From an optimization exercise on the open Yosys and OpenROAD flow, aimed at small area, a short achievable clock period and few clock cycles per item; shortcuts taken in it are not production practice.
Only simulation tests tie the RTL to the original design; equivalence was not proved.

Setup of run a:
// exponential
module exponential(input clk, rst, start, input [15:0] _x, output done,
                   output [1:0] intpart, output [15:0] fracpart);
Size in the first run: ~1200 cells after synthesis, ~84 flip-flops, ~38 I/O pins, about 9700 sq um of cells after synthesis.
Settings: LEC_CHECK=0, ABC_AREA=1, CAP_MARGIN=20, CORE_MARGIN=2, CORE_UTILIZATION=40, CTS_BUF_LIST=sky130_fd_sc_hd__clkbuf_4 sky130_fd_sc_hd__clkbuf_8, PLACE_DENSITY=0.6, SETUP_SLACK_MARGIN=3.5, SLEW_MARGIN=20, SYNTH_HIERARCHICAL=1, SYNTH_MINIMUM_KEEP_SIZE=0; clock period 9.0 ns.
run.sh (not shown) runs the stock make flow with config.mk's settings and CLKGATE_MAP_FILE= SYNTH_SCRIPT=/design/flow/synth_recipe.tcl, a recipe that flattens the netlist after the stock synthesis.
Testbench counts of run a, summed over its fixed seeds: cycles 12,006, items 1,200.
The inputs of run b differ from those of run a as listed below.
--- a/flow/design.v
+++ b/flow/design.v
@@ -595,36 +595,47 @@
 			4'd8:    bn3 = 18'h07FFE;    
 			default: bn3 = x3;
 		endcase
 	end
 	always @(posedge clk)
 		b3 <= bn3;
 	wire [15:0] ph;                      
 	mul16 mul(.a(t), .b(b), .b3(b3), .hi(ph));
 	wire [15:0] tn = ({16{sh0}} & ph) | ({16{sh1}} & {1'b0, ph[15:1]}) |
 	                 ({16{sh2}} & {2'b00, ph[15:2]}) | ({16{idle}} & t1);
-	wire [15:0] t1;
-	assign t1[0] = ~g_dec[16].z & _x[0];
-	genvar k;
-	generate
-		for (k = 1; k <= 16; k = k + 1) begin : g_dec
-			wire z;
-			if (k == 1) begin : g_first
-				assign z = 1'b1;
-			end else begin : g_next
-				assign z = g_dec[k-1].z & ~_x[k-1];
-			end
-		end
-		for (k = 1; k <= 15; k = k + 1) begin : g_t1
-			assign t1[k] = ~g_dec[16].z & (_x[k] ^ g_dec[k].z);
-		end
-	endgenerate
+	wire [15:0] nx = ~_x;
+	wire [16:1] z;
+	assign z[1] = 1'b1;
+	assign z[2] = nx[1];
+	assign z[3] = nx[2] & nx[1];
+	assign z[4] = nx[3] & z[3];
+	wire z2a = nx[6] & nx[5];
+	wire z2b = nx[7] & z2a;
+	assign z[5] = nx[4] & z[4];
+	assign z[6] = nx[5] & z[5];
+	assign z[7] = z2a & z[5];
+	assign z[8] = z2b & z[5];
+	wire z3a = nx[9] & nx[8];
+	wire z3b = nx[10] & z3a;
+	wire z3c = nx[11] & z3b;
+	wire z3d = nx[13] & nx[12];
+	wire z3e = nx[14] & z3d;
+	wire z3g = nx[15] & z3e;
+	assign z[9]  = nx[8] & z[8];
+	assign z[10] = z3a & z[8];
+	assign z[11] = z3b & z[8];
+	assign z[12] = z3c & z[8];
+	assign z[13] = nx[12] & z[12];
+	assign z[14] = z3d & z[12];
+	assign z[15] = z3e & z[12];
+	assign z[16] = z3g & z[12];
+	wire [15:0] t1 = z[16] ? 16'd0 : {_x[15:1] ^ z[15:1], _x[0]};
 	reg [3:0] t7;
 	always @(*) begin
 		if (u6 >= 7'd85) t7 = 4'd12;
 		else if (u6 >= 7'd78) t7 = 4'd11;
 		else if (u6 >= 7'd71) t7 = 4'd10;
 		else if (u6 >= 7'd64) t7 = 4'd9;
 		else if (u6 >= 7'd57) t7 = 4'd8;
 		else if (u6 >= 7'd50) t7 = 4'd7;
 		else if (u6 >= 7'd43) t7 = 4'd6;
 		else if (u6 >= 7'd36) t7 = 4'd5;
==> run summary <==
Worst-skew pair later-pin latency: run b vs run a — no meaningful difference. The run showing the greater share of the yosys chip area belonging to registers is run b. Run a → run b: non-clock buffer count grew by 20; routed via count held; time the worst path needs with I/O delays and setup shrank by 0.017 ns. Higher sequential cell area was reported by run b, not run a. The global router's overall resource usage of run b falls short of that of run a by 1.4 points.
Testbench counts of run b, summed over its fixed seeds: cycles 12,006, items 1,200.

Setup of job 5951:
Another version of the RTL of exponential (not shown whole).
For scale: about 77 flip-flops, roughly 38 I/O pins, roughly 11,000 sq um of cells after synthesis.
==> module exponential, before the edit <==
module exponential(input clk, rst, start, input [15:0] _x, output done,
                   output [1:0] intpart, output [15:0] fracpart);
	reg [3:0] st;           
	reg idle;               
	reg sh0, sh1, sh2;      
	reg term;               
	reg [15:0] b, t;
	reg [17:0] b3;          
	reg [17:0] r;
	wire go = idle & start;
	wire [3:0] nst = go ? 4'd1 : (idle | st == 4'd9) ? 4'd0 : st + 4'd1;
	always @(posedge clk or posedge rst) begin
		if (rst) begin
			st   <= 4'd0;
			idle <= 1'b1;
			sh0  <= 1'b0;
			sh1  <= 1'b0;
			sh2  <= 1'b0;
		end else begin
			st   <= nst;
			idle <= (nst == 4'd0);
			sh0  <= (nst != 4'd0) & (nst != 4'd1) & (nst != 4'd4);
			sh1  <= (nst == 4'd1);                                
			sh2  <= (nst == 4'd4);                                
		end
	end
	always @(posedge clk) begin
		term <= (nst == 4'd1) | (nst == 4'd2) | (nst == 4'd4) |
		        (nst == 4'd5) | (nst == 4'd7) | (nst == 4'd9);  
	end
	reg [15:0] bn;
	always @(*) begin
		case (nst)
			4'd3:    bn = 16'h5555;
			4'd6:    bn = 16'h3333;
			4'd8:    bn = 16'h2AAA;
			default: bn = _x;
		endcase
	end
	wire [17:0] x3;                      
	add18 ax3(.a({2'b00, _x}), .b({1'b0, _x, 1'b0}), .s(x3));
	reg [17:0] bn3;
	always @(*) begin
		case (nst)
			4'd3:    bn3 = 18'h0FFFF;    
			4'd6:    bn3 = 18'h09999;    
			4'd8:    bn3 = 18'h07FFE;    
			default: bn3 = x3;
		endcase
	end
	always @(posedge clk)
		b3 <= bn3;
	wire [15:0] ph;                      
	mul16 mul(.a(t), .b(b), .b3(b3), .hi(ph));
	wire [15:0] tn = ({16{sh0}} & ph) | ({16{sh1}} & {1'b0, ph[15:1]}) |
	                 ({16{sh2}} & {2'b00, ph[15:2]}) | ({16{idle}} & t1);
	wire [15:0] t1;
	assign t1[0] = ~g_dec[16].z & _x[0];
	genvar k;
	generate
		for (k = 1; k <= 16; k = k + 1) begin : g_dec
			wire z;
			if (k == 1) begin : g_first
				assign z = 1'b1;
			end else begin : g_next
				assign z = g_dec[k-1].z & ~_x[k-1];
			end
		end
		for (k = 1; k <= 15; k = k + 1) begin : g_t1
			assign t1[k] = ~g_dec[16].z & (_x[k] ^ g_dec[k].z);
		end
	endgenerate
	wire [6:0] u6 = t[6:0];
	reg [3:0] t7;
	always @(*) begin
		if (u6 >= 7'd85) t7 = 4'd12;
		else if (u6 >= 7'd78) t7 = 4'd11;
		else if (u6 >= 7'd71) t7 = 4'd10;
		else if (u6 >= 7'd64) t7 = 4'd9;
		else if (u6 >= 7'd57) t7 = 4'd8;
		else if (u6 >= 7'd50) t7 = 4'd7;
		else if (u6 >= 7'd43) t7 = 4'd6;
		else if (u6 >= 7'd36) t7 = 4'd5;
		else if (u6 >= 7'd29) t7 = 4'd4;
		else if (u6 >= 7'd22) t7 = 4'd3;
		else if (u6 >= 7'd15) t7 = 4'd2;
		else if (u6 >= 7'd8) t7 = 4'd1;
		else t7 = 4'd0;
	end
	reg t8;                 
	always @(*) begin
		case (t7)
			4'd9:    t8 = b >= 16'd58255;
			4'd10:   t8 = b >= 16'd52429;
			4'd11:   t8 = b >= 16'd47663;
			4'd12:   t8 = b >= 16'd43691;
			4'd13:   t8 = b >= 16'd40330;
			4'd14:   t8 = b >= 16'd37450;
			4'd15:   t8 = b >= 16'd34953;
			default: t8 = 1'b0;
		endcase
	end
	wire [17:0] racc;                    
	add18 aacc(.a(r), .b({2'b00, t}), .s(racc));
	always @(posedge clk) begin
		if (go | !idle) begin
			b <= bn;
			t <= tn;
		end
		if (go)
			r <= 18'h0FFFF;
		else if (term)
			r <= racc;
	end
	wire [4:0]  lo = {1'b0, r[3:0]} + {1'b0, t7} + {4'd0, t8};
	wire [13:0] hi = lo[4] ? r[17:4] + 14'd1 : r[17:4];
	assign done = idle;
	assign {intpart, fracpart} = {hi, lo[3:0]};
endmodule
export LEC_CHECK = 0
export ABC_AREA = 1
export CAP_MARGIN = 20
export CORE_MARGIN = 2
export CORE_UTILIZATION = 40
export PLACE_DENSITY = 0.6
export SETUP_SLACK_MARGIN = 3
export SLEW_MARGIN = 20
export SYNTH_HIERARCHICAL = 1
export SYNTH_MINIMUM_KEEP_SIZE = 0
create_clock -name core_clock -period 9.0 [get_ports {clk}]
Testbench counts of job 5951, summed over its fixed seeds: cycles 12,006, items 1,200.
Changes in job 5134 relative to job 5951:
-- flow/design.v --
<<< job 5951, line 454
	reg [3:0] st;           
	reg idle;               
	reg sh0, sh1, sh2;      
	reg term;               
	reg [15:0] b, t;
	reg [17:0] b3;          
>>> job 5134, line 454
	reg [3:0] st;           
	reg idle;               
	reg sh1, sh2, term;     
	reg [15:0] b, t;
	reg [17:0] b3;          
<<< job 5951, line 465
			st   <= 4'd0;
			idle <= 1'b1;
			sh0  <= 1'b0;
			sh1  <= 1'b0;
			sh2  <= 1'b0;
		end else begin
			st   <= nst;
			idle <= (nst == 4'd0);
			sh0  <= (nst != 4'd0) & (nst != 4'd1) & (nst != 4'd4);
			sh1  <= (nst == 4'd1);                                
			sh2  <= (nst == 4'd4);                                
		end
	end
	always @(posedge clk) begin
		term <= (nst == 4'd1) | (nst == 4'd2) | (nst == 4'd4) |
		        (nst == 4'd5) | (nst == 4'd7) | (nst == 4'd9);  
>>> job 5134, line 464
			st   <= 4'd0;
			idle <= 1'b1;
		end else begin
			st   <= nst;
			idle <= (nst == 4'd0);
		end
	end
	always @(posedge clk) begin
		sh1  <= (nst == 4'd1);                                
		sh2  <= (nst == 4'd4);                                
		term <= (nst == 4'd1) | (nst == 4'd2) | (nst == 4'd4) |
		        (nst == 4'd5) | (nst == 4'd7) | (nst == 4'd9);  
<<< job 5951, line 504
	wire [15:0] ph;                      
	mul16 mul(.a(t), .b(b), .b3(b3), .hi(ph));
	wire [15:0] tn = ({16{sh0}} & ph) | ({16{sh1}} & {1'b0, ph[15:1]}) |
	                 ({16{sh2}} & {2'b00, ph[15:2]}) | ({16{idle}} & t1);
	wire [15:0] t1;
	assign t1[0] = ~g_dec[16].z & _x[0];
>>> job 5134, line 499
	wire [15:0] ph;                      
	mul16 mul(.a(t), .b(b), .b3(b3), .hi(ph));
	wire [15:0] tn = sh1 ? {1'b0,  ph[15:1]} :
	                 sh2 ? {2'b00, ph[15:2]} : ph;
	wire [15:0] t1;
	assign t1[0] = ~g_dec[16].z & _x[0];
<<< job 5951, line 555
	add18 aacc(.a(r), .b({2'b00, t}), .s(racc));
	always @(posedge clk) begin
		if (go | !idle) begin
			b <= bn;
			t <= tn;
		end
		if (go)
			r <= 18'h0FFFF;
		else if (term)
			r <= racc;
	end
	wire [4:0]  lo = {1'b0, r[3:0]} + {1'b0, t7} + {4'd0, t8};
>>> job 5134, line 550
	add18 aacc(.a(r), .b({2'b00, t}), .s(racc));
	always @(posedge clk) begin
		if (go) begin
			b <= bn;
			t <= t1;
			r <= 18'h0FFFF;
		end else if (!idle) begin
			b <= bn;
			t <= tn;
			if (term)
				r <= racc;
		end
	end
	wire [4:0]  lo = {1'b0, r[3:0]} + {1'b0, t7} + {4'd0, t8};
## What came out
Taking job 5951 as the reference, in job 5134 async set-reset flop share out of synthesis now smaller, wire length went down by 1300 um, area of the core ~0 delta. The start point of the critical path comes out t[5]$_DFFE_PP_ in one run and b[9]$_DFFE_PP_ in the other, namely in job 5134 and job 5951 respectively. Summary of job 5134 over job 5951: number of gates on the worst path with buffers counted saw a decrease, cell count saw a decrease, worst setup margin saw a decrease.
Testbench counts of job 5134, summed over its fixed seeds: cycles 12,006, items 1,200.

exponential, a different RTL version from the one above (not shown whole).
Size in the first run: roughly 1200 cells after synthesis, roughly 77 flip-flops, roughly 0.0098 mm^2 of cells after synthesis.
Settings: LEC_CHECK=0, ABC_AREA=1, CAP_MARGIN=20, CORE_MARGIN=2, CORE_UTILIZATION=40, PLACE_DENSITY=0.6, SETUP_SLACK_MARGIN=3.5, SLEW_MARGIN=20, SYNTH_HIERARCHICAL=1, SYNTH_MINIMUM_KEEP_SIZE=0; clock period 9.0 ns.
Testbench counts at the start, summed over its fixed seeds: cycles 12,006, items 1,200.
Rerun with:
--- a/flow/design.v
+++ b/flow/design.v
@@ -486,20 +486,22 @@
 endmodule
 module exponential(input clk, rst, start, input [15:0] _x, output done,
                    output [1:0] intpart, output [15:0] fracpart);
 	reg [3:0] st;           
 	reg idle;               
 	reg sh0, sh1, sh2;      
 	reg term;               
 	reg [15:0] b, t;
 	reg [17:0] b3;          
 	reg [17:0] r;
+	reg fin;                
+	reg [6:0] u6h;          
 	wire go = idle & start;
 	wire [3:0] nst = go ? 4'd1 : (idle | st == 4'd9) ? 4'd0 : st + 4'd1;
 	always @(posedge clk or posedge rst) begin
 		if (rst) begin
 			st   <= 4'd0;
 			idle <= 1'b1;
 			sh0  <= 1'b0;
 			sh1  <= 1'b0;
 			sh2  <= 1'b0;
 		end else begin
@@ -610,42 +612,44 @@
 			if (k == 1) begin : g_first
 				assign z = 1'b1;
 			end else begin : g_next
 				assign z = g_dec[k-1].z & ~_x[k-1];
 			end
 		end
 		for (k = 1; k <= 15; k = k + 1) begin : g_t1
 			assign t1[k] = ~g_dec[16].z & (_x[k] ^ g_dec[k].z);
 		end
 	endgenerate
-	wire [6:0] u6 = t[6:0];
+	wire [6:0] u6 = fin ? t[6:0] : u6h;
 	reg [3:0] t7;
 	always @(*) begin
 		if (u6 >= 7'd85) t7 = 4'd12;
 		else if (u6 >= 7'd78) t7 = 4'd11;
 		else if (u6 >= 7'd71) t7 = 4'd10;
 		else if (u6 >= 7'd64) t7 = 4'd9;
 		else if (u6 >= 7'd57) t7 = 4'd8;
 		else if (u6 >= 7'd50) t7 = 4'd7;
 		else if (u6 >= 7'd43) t7 = 4'd6;
 		else if (u6 >= 7'd36) t7 = 4'd5;
 		else if (u6 >= 7'd29) t7 = 4'd4;
 		else if (u6 >= 7'd22) t7 = 4'd3;
 		else if (u6 >= 7'd15) t7 = 4'd2;
 		else if (u6 >= 7'd8) t7 = 4'd1;
 		else t7 = 4'd0;
 	end
-	wire t8 = b >= 16'd62481;
-	wire [17:0] ra_a = r;
-	wire [17:0] ra_b = {2'b00, t};
-	wire [17:0] ra_p = ra_a ^ ra_b;
-	wire [17:0] ra_g = ra_a & ra_b;
+	reg t8;
+	wire [15:0] addb = idle ? {12'd0, t7} : t;
+	wire cin = idle & t8;
+	wire [18:0] ra_a = {r, cin};
+	wire [18:0] ra_b = {2'b00, addb, cin};
+	wire [18:0] ra_p = ra_a ^ ra_b;
+	wire [18:0] ra_g = ra_a & ra_b;
 	wire ra_G1 = ra_g[1] | (ra_p[1] & ra_g[0]);
 	wire ra_P1 = ra_p[1] & ra_p[0];
 	wire ra_G2 = ra_g[3] | (ra_p[3] & ra_g[2]);
 	wire ra_P2 = ra_p[3] & ra_p[2];
 	wire ra_G3 = ra_g[5] | (ra_p[5] & ra_g[4]);
 	wire ra_P3 = ra_p[5] & ra_p[4];
 	wire ra_G4 = ra_g[7] | (ra_p[7] & ra_g[6]);
 	wire ra_P4 = ra_p[7] & ra_p[6];
 	wire ra_G5 = ra_g[9] | (ra_p[9] & ra_g[8]);
 	wire ra_P5 = ra_p[9] & ra_p[8];
@@ -690,27 +694,30 @@
 	wire ra_G25 = ra_g[8] | (ra_p[8] & ra_G14);
 	wire ra_P25 = ra_p[8] & ra_P14;
 	wire ra_G26 = ra_g[10] | (ra_p[10] & ra_G19);
 	wire ra_P26 = ra_p[10] & ra_P19;
 	wire ra_G27 = ra_g[12] | (ra_p[12] & ra_G17);
 	wire ra_P27 = ra_p[12] & ra_P17;
 	wire ra_G28 = ra_g[14] | (ra_p[14] & ra_G20);
 	wire ra_P28 = ra_p[14] & ra_P20;
 	wire ra_G29 = ra_g[16] | (ra_p[16] & ra_G16);
 	wire ra_P29 = ra_p[16] & ra_P16;
-	wire [17:0] racc = ra_p ^ {ra_G29, ra_G16, ra_G28, ra_G20, ra_G27, ra_G17, ra_G26, ra_G19, ra_G25, ra_G14, ra_G24, ra_G18, ra_G23, ra_G10, ra_G22, ra_G1, ra_g[0], 1'b0};
+	wire ra_G30 = ra_g[18] | (ra_p[18] & ra_G21);
+	wire ra_P30 = ra_p[18] & ra_P21;
+	wire [18:0] rs0 = ra_p ^ {ra_G21, ra_G29, ra_G16, ra_G28, ra_G20, ra_G27, ra_G17, ra_G26, ra_G19, ra_G25, ra_G14, ra_G24, ra_G18, ra_G23, ra_G10, ra_G22, ra_G1, ra_g[0], 1'b0};
+	wire [17:0] racc = rs0[18:1];
 	always @(posedge clk) begin
-		if (go | !idle) begin
-			b <= bn;
-			t[6:0] <= tn[6:0];
-		end
-		t[15:7] <= tn[15:7];         
+		b <= bn;
+		t <= tn;                     
+		fin <= (st == 4'd9);         
+		if (st == 4'd9)
+			t8 <= b >= 16'd62481;    
+		if (fin)
+			u6h <= t[6:0];           
 		if (go)
 			r <= 18'h0FFFF;
 		else if (term)
 			r <= racc;
 	end
-	wire [4:0]  lo = {1'b0, r[3:0]} + {1'b0, t7} + {4'd0, t8};
-	wire [13:0] hi = lo[4] ? r[17:4] + 14'd1 : r[17:4];
 	assign done = idle;
-	assign {intpart, fracpart} = {hi, lo[3:0]};
+	assign {intpart, fracpart} = racc;
 endmodule
=> The new run ran to the end with no violations; final area decreases by a few percent; setup slack gets worse by 0.17 ns; clock skew stays flat; maximum frequency decreases by a few percent; die area decreases slightly; global-route usage increases by 0.28 points; clock-buffer cell count increases by 1; flip-flop and latch count increases by 8; hold slack gets worse by 0.019 ns; routed wire length decreases slightly; synthesized area decreases slightly.
Testbench counts after the change, summed over its fixed seeds: cycles 12,006, items 1,200.

==> what the ideal ports hide <==
Ports are ideal in the flow. The routed layouts listed here were re-timed in OpenROAD.
Step 1 sets driving cells, clkbuf_16 on the clock port and buf_2 on the other inputs (assumed; they add their load-dependent delay and slew).
Step 2 moves the port delays by t, midway between the first and last clock arrival at a register: inputs arrive t later, outputs are due t later. That takes back most of the time a late clock gives input paths.
a / b / c = no drivers / after step 1 / after step 2; a / b = the first two.
| run | shift t [ns] | slack for setup (ns) | worst setup path at the end | clock arrival spread, ns | slew at the worst register clock pin (ns) |
|---|---|---|---|---|---|
| run a | 0.404 | 3.636 / 3.594 / 3.299 | input to register | 0.015 / 0.016 | 0.09 / 0.09 |
| run b | 0.411 | 3.653 / 3.616 / 3.682 | register to register | 0.015 / 0.016 | 0.09 / 0.09 |
| job 5951 | 0.380 | 3.217 / 3.175 / 3.108 | input to register | 0.012 / 0.012 | 0.07 / 0.07 |
| job 5134 | 0.380 | 3.109 / 3.092 / 3.109 | register to register | 0.007 / 0.007 | 0.06 / 0.06 |
| the first run of note 3 | 0.383 | 3.627 / 3.627 / 3.347 | input to register | 0.008 / 0.008 | 0.06 / 0.06 |
| the second run of note 3 | 0.393 | 3.455 / 3.405 / 3.333 | input to register | 0.006 / 0.006 | 0.07 / 0.07 |
After both steps every run listed still meets setup and hold. The setup slack of run a, which loses most, moves by -0.042 ns with the drivers and by -0.337 ns with both steps.
